Background: an optimization exercise with open tools, aiming at small area and a short achievable clock period. Do not read the settings as production practice.
RTL that was checked went through simulation tests only; none was proved equivalent to the original.
The flow treats the clock pin as an ideal source. Dropping or thinning the clock tree relies on that and would not hold on a real chip.
Power figures rest on the tool's default switching activity, not on a simulated workload.

Design fifo_sync, start of the top module:
module fifo_sync #(
    parameter DATA_WIDTH = 8,
    parameter DEPTH = 32,
    localparam ADDR_WIDTH = $clog2(DEPTH)
)(
    input  wire                  clk,
    input  wire                  reset,
    input  wire                  write_en,
    input  wire                  read_en,
    input  wire [DATA_WIDTH-1:0] data_in,
    output wire [DATA_WIDTH-1:0] data_out,
    output wire                  empty,
    output wire                  full
);
Settings: LEC_CHECK=0, CAP_MARGIN=20, CORE_MARGIN=2, CORE_UTILIZATION=60, CTS_CLUSTER_DIAMETER=60, CTS_CLUSTER_SIZE=30, SETUP_SLACK_MARGIN=2.7, SLEW_MARGIN=20; clock period 5.0 ns.
standard.sh (not shown) runs the stock make flow with config.mk's settings and CLKGATE_MAP_FILE= SYNTH_SCRIPT=/design/flow/synth_recipe.tcl, a recipe that flattens the netlist after the stock synthesis.
==> flow/flow/run.sh <==
#!/bin/bash
# Standard layout, with the clock tree built without dummy loads.
bash standard.sh CTS_ARGS="-sink_clustering_enable -repair_clock_nets -dont_use_dummy_load -sink_clustering_size 30 -sink_clustering_max_diameter 100" finish > standard.log 2>&1
Next try:
==> flow/flow/run.sh (replaced) <==
#!/bin/bash
# Standard layout, with the clock tree built without dummy loads.
bash standard.sh CTS_ARGS="-sink_clustering_enable -repair_clock_nets -dont_use_dummy_load -sink_clustering_size 30 -sink_clustering_max_diameter 100" MATCH_CELL_FOOTPRINT=0 finish > standard.log 2>&1
--- a/flow/config.mk
+++ b/flow/config.mk
@@ -11 +11 @@
-export CTS_CLUSTER_DIAMETER = 60
+export CTS_CLUSTER_DIAMETER = 100
@@ -13 +13 @@
-export SETUP_SLACK_MARGIN = 2.7
+export SETUP_SLACK_MARGIN = 3.0
Outcome: The new run went through all stages and came out clean; clock power is about the same; routed wire length rose by 1.5%; core utilization rose by 1.1 points.
Next try:
--- a/flow/config.mk
+++ b/flow/config.mk
@@ -10 +10 @@
-export CORE_UTILIZATION = 60
+export CORE_UTILIZATION = 75
=> Setup slack gets worse by 0.099 ns. Wire length rises by 5.2%. Final cell count falls by 6.3%. Non-clock buffer count falls by 5. Die area falls by 19%.
Next try:
==> flow/flow/run.sh (replaced) <==
#!/bin/bash
# Standard layout, with the clock tree built without dummy loads.
bash standard.sh CTS_ARGS="-sink_clustering_enable -repair_clock_nets -dont_use_dummy_load -sink_clustering_size 30 -sink_clustering_max_diameter 60" finish > standard.log 2>&1
--- a/flow/config.mk
+++ b/flow/config.mk
@@ -10,2 +10,2 @@
-export CORE_UTILIZATION = 75
-export CTS_CLUSTER_DIAMETER = 100
+export CORE_UTILIZATION = 60
+export CTS_CLUSTER_DIAMETER = 60
Utilization came out lower by 16 points.
First-iteration DRC count came out lower by a quarter to a third.
Setup slack improves by 0.085 ns.
Via count came out lower by a few percent.
Area after synthesis is unchanged.
Final cell count came out higher by a little under a tenth.

Another version of the RTL of fifo_sync (not shown whole).
Size: about 260 flip-flops, about 10000 µm² of cells after synthesis.
==> flow/config.mk <==
export PLATFORM = sky130hd
export DESIGN_NAME = fifo_sync
export DESIGN_NICKNAME = fifo_sync
export VERILOG_FILES = /design/flow/design.v
export SDC_FILE = /design/flow/constraint.sdc
export NUM_CORES = 4
export LEC_CHECK = 0
export CAP_MARGIN = 20
export CORE_MARGIN = 2
export CORE_UTILIZATION = 60
export CTS_CLUSTER_DIAMETER = 60
export CTS_CLUSTER_SIZE = 30
export SETUP_SLACK_MARGIN = 3.0
export SLEW_MARGIN = 20
==> flow/constraint.sdc <==
create_clock -name core_clock -period 5.0 [get_ports {clk}]
set_input_delay 1.0000 -clock core_clock [delete_from_list [all_inputs] [get_ports {clk}]]
set_output_delay 1.0000 -clock core_clock [all_outputs]
set_load 0.01 [all_outputs]
==> flow/flow/run.sh <==
#!/bin/bash
# Standard layout; the clock tree is built without dummy loads, and its
# middle level (buffers that drive only other clock buffers) is folded into
# the root buffer's net after CTS (flow/collapse.tcl, run as the POST_CTS hook).
bash standard.sh CTS_ARGS="-sink_clustering_enable -repair_clock_nets -dont_use_dummy_load -sink_clustering_size 30 -sink_clustering_max_diameter 100" POST_CTS_TCL="$PWD/flow/collapse.tcl" finish > standard.log 2>&1
==> flow/flow/collapse.tcl <==
# Collapse the clock tree's middle level: every clock buffer driven by the
# root buffer that itself drives only clock buffers is removed, and its
# loads are moved onto the root buffer's net.
proc clk_collapse_mid {} {
  set block [ord::get_db_block]
  set clkport [$block findBTerm clk]
  set cnet [$clkport getNet]
  set roots {}
  foreach it [$cnet getITerms] {
    if {[$it isInputSignal]} { lappend roots [$it getInst] }
  }
  set removed 0
  foreach root $roots {
    set rnet ""
    foreach it [$root getITerms] { if {[$it isOutputSignal]} { set rnet [$it getNet] } }
    if {$rnet eq ""} continue
    foreach it [$rnet getITerms] {
      if {![$it isInputSignal]} continue
      set mid [$it getInst]
      set mnet ""
      foreach jt [$mid getITerms] { if {[$jt isOutputSignal]} { set mnet [$jt getNet] } }
      if {$mnet eq ""} continue
      set loads {}
      set ok 1
      foreach lt [$mnet getITerms] {
        if {[$lt isInputSignal]} {
          lappend loads $lt
          if {![string match "*clkbuf*" [[[$lt getInst] getMaster] getName]]} { set ok 0 }
        }
      }
      if {!$ok || [llength $loads] == 0} continue
      foreach lt $loads { $lt disconnect; $lt connect $rnet }
      odb::dbInst_destroy $mid
      odb::dbNet_destroy $mnet
      incr removed
    }
  }
  puts "clk_collapse_mid: removed $removed middle clock buffers"
}

clk_collapse_mid
estimate_parasitics -placement
repair_timing_helper
detailed_placement
check_placement -verbose
The baseline completed with no timing, DRC or antenna violations.
Change:
==> flow/flow/run.sh (replaced) <==
#!/bin/bash
# Standard layout; the clock tree is built without dummy loads.
bash standard.sh CTS_ARGS="-sink_clustering_enable -repair_clock_nets -dont_use_dummy_load -sink_clustering_size 30 -sink_clustering_max_diameter 100" finish > standard.log 2>&1
removed: flow/flow/collapse.tcl
Die area does not change.
Final area came out lower by 1.6%.
Count of clock-buffer cells in the layout came out higher by 2.
Global-route usage came out lower by 1.0 points.
Setup slack got worse by 22 ps.
Clock power came out higher by about 8%.
Synthesized area stays the same.
Function was not checked in any run of this note: the RTL went through the layout flow alone.

Setup of alpha:
The RTL this note starts from:
==> flow/design.v <==
module fifo_sync #(
    parameter DATA_WIDTH = 8,
    parameter DEPTH = 32,
    localparam ADDR_WIDTH = $clog2(DEPTH)
)(
    input  wire                  clk,
    input  wire                  reset,
    input  wire                  write_en,
    input  wire                  read_en,
    input  wire [DATA_WIDTH-1:0] data_in,
    output wire [DATA_WIDTH-1:0] data_out,
    output wire                  empty,
    output wire                  full
);
    localparam W = DATA_WIDTH;
    localparam N = DEPTH - 1;
    reg  [W*N-1:0]        sh;
    reg  [ADDR_WIDTH-1:0] rd_sel;
    reg  [W-1:0]          data_out_reg;
    reg                   not_empty;
    reg                   full_reg;
    assign data_out = data_out_reg;
    assign empty    = ~not_empty;
    assign full     = full_reg;
    wire wr = write_en & ~full_reg;
    wire rd = read_en  & not_empty;
    wire [W*DEPTH-1:0] rd_arr;
    assign rd_arr[W* 0 +: W] = {W{1'b0}};            
    assign rd_arr[W* 1 +: W] = sh[W* 0 +: W];           
    assign rd_arr[W* 2 +: W] = sh[W*22 +: W];           
    assign rd_arr[W* 3 +: W] = sh[W* 1 +: W];           
    assign rd_arr[W* 4 +: W] = sh[W*28 +: W];           
    assign rd_arr[W* 5 +: W] = sh[W*23 +: W];           
    assign rd_arr[W* 6 +: W] = sh[W*13 +: W];           
    assign rd_arr[W* 7 +: W] = sh[W* 2 +: W];           
    assign rd_arr[W* 8 +: W] = sh[W*29 +: W];           
    assign rd_arr[W* 9 +: W] = sh[W*26 +: W];           
    assign rd_arr[W*10 +: W] = sh[W*24 +: W];           
    assign rd_arr[W*11 +: W] = sh[W*17 +: W];           
    assign rd_arr[W*12 +: W] = sh[W*19 +: W];           
    assign rd_arr[W*13 +: W] = sh[W*14 +: W];           
    assign rd_arr[W*14 +: W] = sh[W* 9 +: W];           
    assign rd_arr[W*15 +: W] = sh[W* 3 +: W];           
    assign rd_arr[W*16 +: W] = sh[W*30 +: W];           
    assign rd_arr[W*17 +: W] = sh[W*21 +: W];           
    assign rd_arr[W*18 +: W] = sh[W*27 +: W];           
    assign rd_arr[W*19 +: W] = sh[W*12 +: W];           
    assign rd_arr[W*20 +: W] = sh[W*25 +: W];           
    assign rd_arr[W*21 +: W] = sh[W*16 +: W];           
    assign rd_arr[W*22 +: W] = sh[W*18 +: W];           
    assign rd_arr[W*23 +: W] = sh[W* 8 +: W];           
    assign rd_arr[W*24 +: W] = sh[W*20 +: W];           
    assign rd_arr[W*25 +: W] = sh[W*11 +: W];           
    assign rd_arr[W*26 +: W] = sh[W*15 +: W];           
    assign rd_arr[W*27 +: W] = sh[W* 7 +: W];           
    assign rd_arr[W*28 +: W] = sh[W*10 +: W];           
    assign rd_arr[W*29 +: W] = sh[W* 6 +: W];           
    assign rd_arr[W*30 +: W] = sh[W* 5 +: W];           
    assign rd_arr[W*31 +: W] = sh[W* 4 +: W];           
    wire [DEPTH-1:0] rd_hot;
    wire [W-1:0]     rd_word;
    fifo_sync_dec #(.ADDR_WIDTH(ADDR_WIDTH)) u_dec (.sel(rd_sel), .hot(rd_hot));
    fifo_sync_andor #(.W(W), .DEPTH(DEPTH)) u_andor (.hot(rd_hot), .words(rd_arr), .y(rd_word));
    wire [DEPTH-1:0] up_tab = 32'b01111111001100001000000011001111;
    wire [DEPTH-1:0] dn_tab = 32'b01101010101010100101101001010100;
    wire [ADDR_WIDTH-1:0] sel_up = {rd_sel[ADDR_WIDTH-2:0], up_tab[rd_sel]};
    wire [ADDR_WIDTH-1:0] sel_dn = {dn_tab[rd_sel], rd_sel[ADDR_WIDTH-1:1]};
    wire n_is_1  = (rd_sel == 5'd1);
    wire n_is_30 = (rd_sel == 5'd8);
    wire grow   = wr & ~rd;
    wire shrink = rd & ~wr;
    always @(posedge clk) begin
        if (wr)
            sh <= {sh[W*(N-1)-1:0], data_in};
    end
    always @(posedge clk or posedge reset) begin
        if (reset) begin
            rd_sel       <= {ADDR_WIDTH{1'b0}};
            data_out_reg <= {W{1'b0}};
            not_empty    <= 1'b0;
            full_reg     <= 1'b0;
        end else begin
            if (rd)
                data_out_reg <= rd_word;
            rd_sel    <= grow ? sel_up : shrink ? sel_dn : rd_sel;
            not_empty <= grow | (not_empty & ~(shrink & n_is_1));
            full_reg  <= (grow & n_is_30) | (full_reg & ~shrink);
        end
    end
endmodule
module fifo_sync_dec #(
    parameter ADDR_WIDTH = 5
)(
    input  wire [ADDR_WIDTH-1:0]    sel,
    output wire [2**ADDR_WIDTH-1:0] hot
);
    assign hot = {{(2**ADDR_WIDTH-1){1'b0}}, 1'b1} << sel;
endmodule
module fifo_sync_andor #(
    parameter W = 8,
    parameter DEPTH = 32
)(
    input  wire [DEPTH-1:0]   hot,
    input  wire [W*DEPTH-1:0] words,
    output reg  [W-1:0]       y
);
    integer k;
    always @* begin
        y = {W{1'b0}};
        for (k = 0; k < DEPTH; k = k + 1)
            y = y | (words[W*k +: W] & {W{hot[k]}});
    end
endmodule
Settings: LEC_CHECK=0, CAP_MARGIN=20, CORE_MARGIN=2, CORE_UTILIZATION=60, CTS_CLUSTER_DIAMETER=100, CTS_CLUSTER_SIZE=30, SETUP_SLACK_MARGIN=3.0, SLEW_MARGIN=20, SYNTH_HIERARCHICAL=1; clock period 5.0 ns.
==> flow/flow/run.sh <==
#!/bin/bash
# Standard layout; the clock tree is built without dummy loads.
bash standard.sh CTS_ARGS="-sink_clustering_enable -repair_clock_nets -dont_use_dummy_load -sink_clustering_size 30 -sink_clustering_max_diameter 100" finish > standard.log 2>&1
The final layout from alpha, which completed every stage, passed the timing, design-rule and antenna checks at the end of the flow.
Relative to alpha, the following input files were edited for beta:
==> flow/flow/run.sh <==
#!/bin/bash
# Standard layout; the clock tree is built without dummy loads, and its
# middle level (buffers that drive only other clock buffers) is folded into
# the root buffer's net after CTS (flow/collapse.tcl, run as the POST_CTS hook).
bash standard.sh CTS_ARGS="-sink_clustering_enable -repair_clock_nets -dont_use_dummy_load -sink_clustering_size 30 -sink_clustering_max_diameter 100" POST_CTS_TCL="$PWD/flow/collapse.tcl" finish > standard.log 2>&1
==> flow/flow/collapse.tcl (new file) <==
# Collapse the clock tree's middle level: every clock buffer driven by the
# root buffer that itself drives only clock buffers is removed, and its
# loads are moved onto the root buffer's net.
proc clk_collapse_mid {} {
  set block [ord::get_db_block]
  set clkport [$block findBTerm clk]
  set cnet [$clkport getNet]
  set roots {}
  foreach it [$cnet getITerms] {
    if {[$it isInputSignal]} { lappend roots [$it getInst] }
  }
  set removed 0
  foreach root $roots {
    set rnet ""
    foreach it [$root getITerms] { if {[$it isOutputSignal]} { set rnet [$it getNet] } }
    if {$rnet eq ""} continue
    foreach it [$rnet getITerms] {
      if {![$it isInputSignal]} continue
      set mid [$it getInst]
      set mnet ""
      foreach jt [$mid getITerms] { if {[$jt isOutputSignal]} { set mnet [$jt getNet] } }
      if {$mnet eq ""} continue
      set loads {}
      set ok 1
      foreach lt [$mnet getITerms] {
        if {[$lt isInputSignal]} {
          lappend loads $lt
          if {![string match "*clkbuf*" [[[$lt getInst] getMaster] getName]]} { set ok 0 }
        }
      }
      if {!$ok || [llength $loads] == 0} continue
      foreach lt $loads { $lt disconnect; $lt connect $rnet }
      odb::dbInst_destroy $mid
      odb::dbNet_destroy $mnet
      incr removed
    }
  }
  puts "clk_collapse_mid: removed $removed middle clock buffers"
}

clk_collapse_mid
estimate_parasitics -placement
repair_timing_helper
detailed_placement
check_placement -verbose
--- outcome ---
Average wire per standard cell up 2.6% in beta wrt alpha. Higher fraction of final layout cells with drive strength greater than 1 goes to beta over alpha. alpha vs beta, end point of the critical path: data_out_reg[6] vs data_out_reg[0]. beta against alpha: total power lower, slew at the pin with the worst max-slew slack lower, pin count of the biggest net entering global routing lower, least setup slack across all paths after layout lower, area growth from synthesis to layout higher.
Modified inputs, gamma compared to beta
==> flow/flow/run.sh <==
#!/bin/bash
# Standard layout, with sizing free to change cell footprints; the clock tree is built without dummy loads, and its
# middle level (buffers that drive only other clock buffers) is folded into
# the root buffer's net after CTS (flow/collapse.tcl, run as the POST_CTS hook).
bash standard.sh CTS_ARGS="-sink_clustering_enable -repair_clock_nets -dont_use_dummy_load -sink_clustering_size 30 -sink_clustering_max_diameter 100" POST_CTS_TCL="$PWD/flow/collapse.tcl" MATCH_CELL_FOOTPRINT=0 finish > standard.log 2>&1
==> comparison <==
For the standby leakage power, gamma came in about 1.8% lower than beta did. Compared with beta, in gamma vias after detailed routing went down about 0.5%, relative contribution of combinational cells to total power held, synthesis-to-layout area growth went down 2.0 points, final setup slack of the worst path went up 0.031 ns, time the worst path needs with I/O delays and setup went down 0.031 ns. Re initial core utilization: no difference whatsoever between beta and gamma. Detailed-route wire length down about 3% in gamma wrt beta. Period utilization (lower): gamma. The power share of the clock group was comparable across gamma and beta. gamma: number of standard cells in the final layout excluding fillers lower than beta.
Input-level comparison between delta and gamma:
==> flow/flow/run.sh <==
#!/bin/bash
# Standard layout, with sizing free to change cell footprints; the clock tree is built without dummy loads.
bash standard.sh CTS_ARGS="-sink_clustering_enable -repair_clock_nets -dont_use_dummy_load -sink_clustering_size 30 -sink_clustering_max_diameter 100" MATCH_CELL_FOOTPRINT=0 finish > standard.log 2>&1
removed: flow/flow/collapse.tcl
### Flow results
Between gamma and delta, the worst setup slack figures differ only marginally.
NOTE total power of the final layout gamma->delta increased by a few percent
On sum of routed wire length over all layers, the lower figure sits with delta, not gamma.
Higher delay of the slowest cell on the worst path was reported by delta, not gamma.
Function was not checked in any run of this note: the RTL went through the layout flow alone.

Another version of the RTL of fifo_sync (not shown whole).
Size in the first run: about 10,000 sq um of cells after synthesis.
export LEC_CHECK = 0
export CAP_MARGIN = 20
export CORE_MARGIN = 2
export CORE_UTILIZATION = 60
export CTS_CLUSTER_DIAMETER = 100
export CTS_CLUSTER_SIZE = 30
export GPL_ROUTABILITY_DRIVEN = 0
export SETUP_SLACK_MARGIN = 3.0
export SLEW_MARGIN = 20
export SYNTH_HIERARCHICAL = 1
create_clock -name core_clock -period 5.0 [get_ports {clk}]
==> flow/flow/run.sh <==
#!/bin/bash
# Standard layout, with sizing free to change cell footprints; the clock
# tree is built without dummy loads, and its middle level (buffers that
# drive only other clock buffers) is folded into the root buffer's net after
# CTS (flow/collapse.tcl, run as the POST_CTS hook).
bash standard.sh CTS_ARGS="-sink_clustering_enable -repair_clock_nets -dont_use_dummy_load -sink_clustering_size 30 -sink_clustering_max_diameter 100" POST_CTS_TCL="$PWD/flow/collapse.tcl" MATCH_CELL_FOOTPRINT=0 finish > standard.log 2>&1
==> flow/flow/collapse.tcl <==
# Collapse the clock tree's middle level: every clock buffer driven by the
# root buffer that itself drives only clock buffers is removed, and its
# loads are moved onto the root buffer's net.
proc clk_collapse_mid {} {
  set block [ord::get_db_block]
  set clkport [$block findBTerm clk]
  set cnet [$clkport getNet]
  set roots {}
  foreach it [$cnet getITerms] {
    if {[$it isInputSignal]} { lappend roots [$it getInst] }
  }
  set removed 0
  foreach root $roots {
    set rnet ""
    foreach it [$root getITerms] { if {[$it isOutputSignal]} { set rnet [$it getNet] } }
    if {$rnet eq ""} continue
    foreach it [$rnet getITerms] {
      if {![$it isInputSignal]} continue
      set mid [$it getInst]
      set mnet ""
      foreach jt [$mid getITerms] { if {[$jt isOutputSignal]} { set mnet [$jt getNet] } }
      if {$mnet eq ""} continue
      set loads {}
      set ok 1
      foreach lt [$mnet getITerms] {
        if {[$lt isInputSignal]} {
          lappend loads $lt
          if {![string match "*clkbuf*" [[[$lt getInst] getMaster] getName]]} { set ok 0 }
        }
      }
      if {!$ok || [llength $loads] == 0} continue
      foreach lt $loads { $lt disconnect; $lt connect $rnet }
      odb::dbInst_destroy $mid
      odb::dbNet_destroy $mnet
      incr removed
    }
  }
  puts "clk_collapse_mid: removed $removed middle clock buffers"
}

clk_collapse_mid
estimate_parasitics -placement
repair_timing_helper
detailed_placement
check_placement -verbose
Change:
--- a/flow/config.mk
+++ b/flow/config.mk
@@ -8,8 +8,7 @@
 export CAP_MARGIN = 20
 export CORE_MARGIN = 2
-export CORE_UTILIZATION = 60
+export CORE_UTILIZATION = 52
 export CTS_CLUSTER_DIAMETER = 100
 export CTS_CLUSTER_SIZE = 30
-export GPL_ROUTABILITY_DRIVEN = 0
 export SETUP_SLACK_MARGIN = 3.0
 export SLEW_MARGIN = 20
Final cell count goes up by 5.9%.
Sequential cell count does not change.
Power goes up by 0.35%.
Sequential share of layout area goes down by 0.46 points.
Synthesized area does not change.
Clock-buffer cell count does not change.
Change:
==> flow/flow/run.sh (replaced) <==
#!/bin/bash
# Standard layout, with the smallest buffer on the ports and sizing free to
# change cell footprints; the clock
# tree is built without dummy loads, and its middle level (buffers that
# drive only other clock buffers) is folded into the root buffer's net after
# CTS (flow/collapse.tcl, run as the POST_CTS hook).
bash standard.sh CTS_ARGS="-sink_clustering_enable -repair_clock_nets -dont_use_dummy_load -sink_clustering_size 30 -sink_clustering_max_diameter 100" POST_CTS_TCL="$PWD/flow/collapse.tcl" MATCH_CELL_FOOTPRINT=0 BUFFER_PORTS_ARGS="-buffer_cell sky130_fd_sc_hd__buf_1" finish > standard.log 2>&1
--- a/flow/config.mk
+++ b/flow/config.mk
@@ -8,5 +8,5 @@
 export CAP_MARGIN = 20
 export CORE_MARGIN = 2
-export CORE_UTILIZATION = 52
+export CORE_UTILIZATION = 60
 export CTS_CLUSTER_DIAMETER = 100
 export CTS_CLUSTER_SIZE = 30
Result: Power goes down by about 0.4%; synthesized cell count stays the same; cell count decreases by 5.1%; area after synthesis is unchanged; via count is about the same; worst setup slack gets worse by 83 ps; count of clock-buffer cells in the layout is unchanged; first-iteration DRC count decreases by about 9%; sequential power hardly moves.
Change:
==> flow/flow/run.sh (replaced) <==
#!/bin/bash
# Standard layout, with sizing free to change cell footprints; the clock
# tree is built without dummy loads, and its middle level (buffers that
# drive only other clock buffers) is folded into the root buffer's net after
# CTS (flow/collapse.tcl, run as the POST_CTS hook).
bash standard.sh CTS_ARGS="-sink_clustering_enable -repair_clock_nets -dont_use_dummy_load -sink_clustering_size 30 -sink_clustering_max_diameter 100" POST_CTS_TCL="$PWD/flow/collapse.tcl" MATCH_CELL_FOOTPRINT=0 finish > standard.log 2>&1
--- a/flow/config.mk
+++ b/flow/config.mk
@@ -8,5 +8,5 @@
 export CAP_MARGIN = 20
 export CORE_MARGIN = 2
-export CORE_UTILIZATION = 60
+export CORE_UTILIZATION = 45
 export CTS_CLUSTER_DIAMETER = 100
 export CTS_CLUSTER_SIZE = 30
The new run finished with timing, DRC and antenna clean.
Synthesized area does not change.
Design area grows by 1.8%.
Setup slack gains 93 ps.
Routed wire length grows by 4.4%.
Total power stays flat.
Global-route usage shrinks by 5.5 points.
First-iteration DRC count grows by 5.3%.
Die area grows by 32%.
Clock-buffer cell count does not change.
Sequential power barely changes.
Utilization shrinks by 15 points.

[re-timing with driven ports]
No port has a modelled driver above. Below, the same layouts with a new extraction and two added sets of constraints.
Step 1, drivers: a clkbuf_16 drives clk and a buf_2 each remaining input, both assumed.
Step 2 adds t to the input delays and takes it off the output delays; t is the mean of the earliest and latest rising clock arrival at the registers after step 1. Input paths then give back, and output paths get back, about the clock's delay inside the block.
Three values: ideal ports, drivers, drivers and shift; two values: the first two.
run | t, ns | slack for setup (ns) | latest minus earliest clock arrival (ns)
the first run of note 1 | 0.509 | 2.752 / 2.738 / 2.269 | 0.048 / 0.048
the second run of note 1 | 0.515 | 2.922 / 2.877 / 2.490 | 0.033 / 0.032
the third run of note 1 | 0.506 | 2.824 / 2.832 / 2.326 | 0.047 / 0.048
the fourth run of note 1 | 0.512 | 2.909 / 2.863 / 2.512 | 0.046 / 0.046
the first run of note 2 | 0.460 | 2.940 / 2.929 / 2.596 | 0.030 / 0.031
the second run of note 2 | 0.514 | 2.918 / 2.873 / 2.493 | 0.046 / 0.046
alpha | 0.512 | 2.655 / 2.655 / 2.570 | 0.029 / 0.029
beta | 0.450 | 2.634 / 2.634 / 2.631 | 0.029 / 0.029
gamma | 0.446 | 2.665 / 2.665 / 2.616 | 0.031 / 0.031
delta | 0.513 | 2.663 / 2.663 / 2.614 | 0.037 / 0.036
the first run of note 4 | 0.450 | 2.995 / 2.951 / 2.599 | 0.016 / 0.016
the second run of note 4 | 0.454 | 3.007 / 2.963 / 2.597 | 0.019 / 0.019
the third run of note 4 | 0.454 | 2.924 / 2.945 / 2.492 | 0.011 / 0.011
the fourth run of note 4 | 0.456 | 3.017 / 2.969 / 2.586 | 0.014 / 0.014
After both steps setup and hold are still met in every run listed. The setup slack of the third run of note 1, which loses most, moves by +0.008 ns with the drivers and by -0.498 ns with both steps.
